Source: an optimization exercise on an open RTL-to-GDS flow (aim: small area, a short achievable clock period and few clock cycles per item). Production flows keep margins and buffers that such runs may drop.
The RTL was checked by simulation tests, not by an equivalence proof against the original design.
Power and IR drop assume default switching activity.

## run 1
Design alu, start of the top module:
module alu(
        input clk,
        input rst,
        input [2:0] operation,
        input [15:0] srcA_i,
        input [15:0] srcB_i,
        input [15:0] sortNum0_i,
        input [15:0] sortNum1_i,
        input [15:0] sortNum2_i,
        input [15:0] sortNum3_i,
        input [15:0] sortNum4_i,
        input [15:0] sortNum5_i,
        input [15:0] sortNum6_i,
        input [15:0] sortNum7_i,
        input [15:0] sortNum8_i,
        output [15:0] data_o,
        output [15:0] sortNum0_o,
        output [15:0] sortNum1_o,
        output [15:0] sortNum2_o,
        output [15:0] sortNum3_o,
        output [15:0] sortNum4_o,
        output [15:0] sortNum5_o,
        output [15:0] sortNum6_o,
        output [15:0] sortNum7_o,
        output [15:0] sortNum8_o,
        output reg        done
);
localparam [2:0] OP_ADD  = 3'd0;
localparam [2:0] OP_SUB  = 3'd1;
localparam [2:0] OP_MUL  = 3'd2;
localparam [2:0] OP_DIV  = 3'd3;
localparam [2:0] OP_SORT = 3'd4;
wire [15:0] a = srcA_i;
wire [15:0] b = srcB_i;
reg  [3:0]  cnt;
reg  [15:0] H, L, D;
reg  [16:0] E;          
reg         prev;       
reg  [8:0]  cmp;        
reg  [15:0] R;          
reg         fmax, fmin;
reg  [15:0] S [0:8];
assign data_o = {(R[15] & ~fmax) | fmin, (R[14:0] | {15{fmax}}) & ~{15{fmin}}};
  ...
For scale: roughly 250 flip-flops, about 340 I/O pins, ~20000 um2 of cells after synthesis.
Settings: LEC_CHECK=0, CAP_MARGIN=10, CELL_PAD_IN_SITES_DETAIL_PLACEMENT=1, CELL_PAD_IN_SITES_GLOBAL_PLACEMENT=2, CORE_MARGIN=2, CORE_UTILIZATION=35, GPL_ROUTABILITY_DRIVEN=0, PLACE_DENSITY=0.6, SETUP_SLACK_MARGIN=1.0, SLEW_MARGIN=10; clock period 5.0 ns.
standard.sh (not shown) runs the stock make flow with config.mk's settings and CLKGATE_MAP_FILE= SYNTH_SCRIPT=/design/flow/synth_recipe.tcl, a recipe that flattens the netlist after the stock synthesis.
==> flow/flow/run.sh <==
#!/bin/bash
# The standard layout, except that the port buffers are buf_1 cells
# (buffer_ports would otherwise pick its lowest-drive buffer, a delay cell).
export BUFFER_PORTS_ARGS="-buffer_cell sky130_fd_sc_hd__buf_1"
bash standard.sh > standard.log 2>&1
Testbench counts of run 1, summed over its fixed seeds: cycles 10,165, items 1,600.
The following lists how run 2 was set up differently from run 1:
Settings: setting GPL_TIMING_DRIVEN to 0 for the first time; changing CAP_MARGIN from 10 to 20; changing SLEW_MARGIN from 10 to 20.
Notes after the runs:
Every run in the comparison, run 1 and run 2, completed the flow with a clean layout.
Delta (run 2 minus run 1): count of clock-buffer cells in the layout lower; layout inverter count without the clock tree shows no meaningful change; number of buffers added on ports fell 3.2%.
Min sequential power across run 1 and run 2: run 2
Area growth from synthesis to layout sits higher in run 2 than in run 1.
Taking run 1 as the reference, in run 2 total global routing track utilization increased 1.8 points, critical path depth increased 6.
Run 2 vs run 1, post-route cell area went up by about 5%.
Critical setup path kind: reg2reg -> run 1, in2reg -> run 2
Relative to run 1, detailed-routing wirelength on met1 has gone up in run 2.
The clock share of power of run 2 falls short of that of run 1 by 0.3 points.
Comparing run 1 and run 2, the lower final routed wire length divided by cell count is on run 1.
Cell type of the slowest stage on the worst timing path: sky130_fd_sc_hd__dfrtp_2 -> run 1, sky130_fd_sc_hd__or4_4 -> run 2
### run 2 -> run 3
Settings: GPL_ROUTABILITY_DRIVEN: 0 -> unset; GPL_TIMING_DRIVEN: 0 -> unset; PLACE_DENSITY: 0.6 -> 0.7; CORE_UTILIZATION: 35 -> 40.
## What came out
Run 3 reached the final stage; the timing, DRC and antenna checks on its layout passed. Changes observed in run 3 relative to run 2: fraction of the core area covered by cells at the end of the flow saw an increase, critical path depth down 6, maximum operating frequency saw an increase. Between run 3 and run 2, the post-detailed-routing wire length is higher for run 2. Of the two values seen for slowest cell on the critical path, sky130_fd_sc_hd__or4_4 was produced by run 2 and sky130_fd_sc_hd__dfxtp_1 by run 3.
#### Input delta (run 4 over run 3)
Settings: changing CORE_UTILIZATION from 40 to 35; changing PLACE_DENSITY from 0.7 to 0.6; changing SETUP_SLACK_MARGIN from 1.0 to 1.1.
Notes after the runs:
- Compared with run 3, placement density in the core of run 4 is lower.
- Run 3 → run 4: number of clock buffer instances in the layout higher, power share of the clock group -1.9 points, number of tap cells added at floorplan climbed 22%, layout multi-input combinational cell count shows no meaningful change, die area climbed 14%.

-- port drivers added, routing unchanged --
The results above use ideal ports. As a check the final layouts listed here were re-extracted and re-timed, cells and wires unchanged.
Step 1 sets driving cells, clkbuf_16 on the clock port and buf_2 on the other inputs (assumed; they add their load-dependent delay and slew).
Step 2 moves the port delays by t, midway between the first and last clock arrival at a register: inputs arrive t later, outputs are due t later. That takes back most of the time a late clock gives input paths.
a / b / c = ideal / step 1 / step 2; a / b = the first two.
run | t, ns | setup WS [ns] | hold slack, ns | worst register clock-pin slew, ns
run 1 | 0.643 | 1.134 / 1.134 / 0.590 | 0.293 / 0.255 / 0.545 | 0.07 / 0.07
run 2 | 0.649 | 0.954 / 0.972 / 0.323 | 0.284 / 0.239 / 0.486 | 0.07 / 0.07
run 3 | 0.637 | 1.089 / 1.089 / 0.558 | 0.284 / 0.251 / 0.534 | 0.07 / 0.07
run 4 | 0.639 | 1.142 / 1.142 / 0.640 | 0.292 / 0.253 / 0.557 | 0.07 / 0.07
After both steps setup and hold are still met in every run listed. For run 2, which loses most, drivers alone change the setup slack by +0.018 ns; drivers and shift together by -0.631 ns.
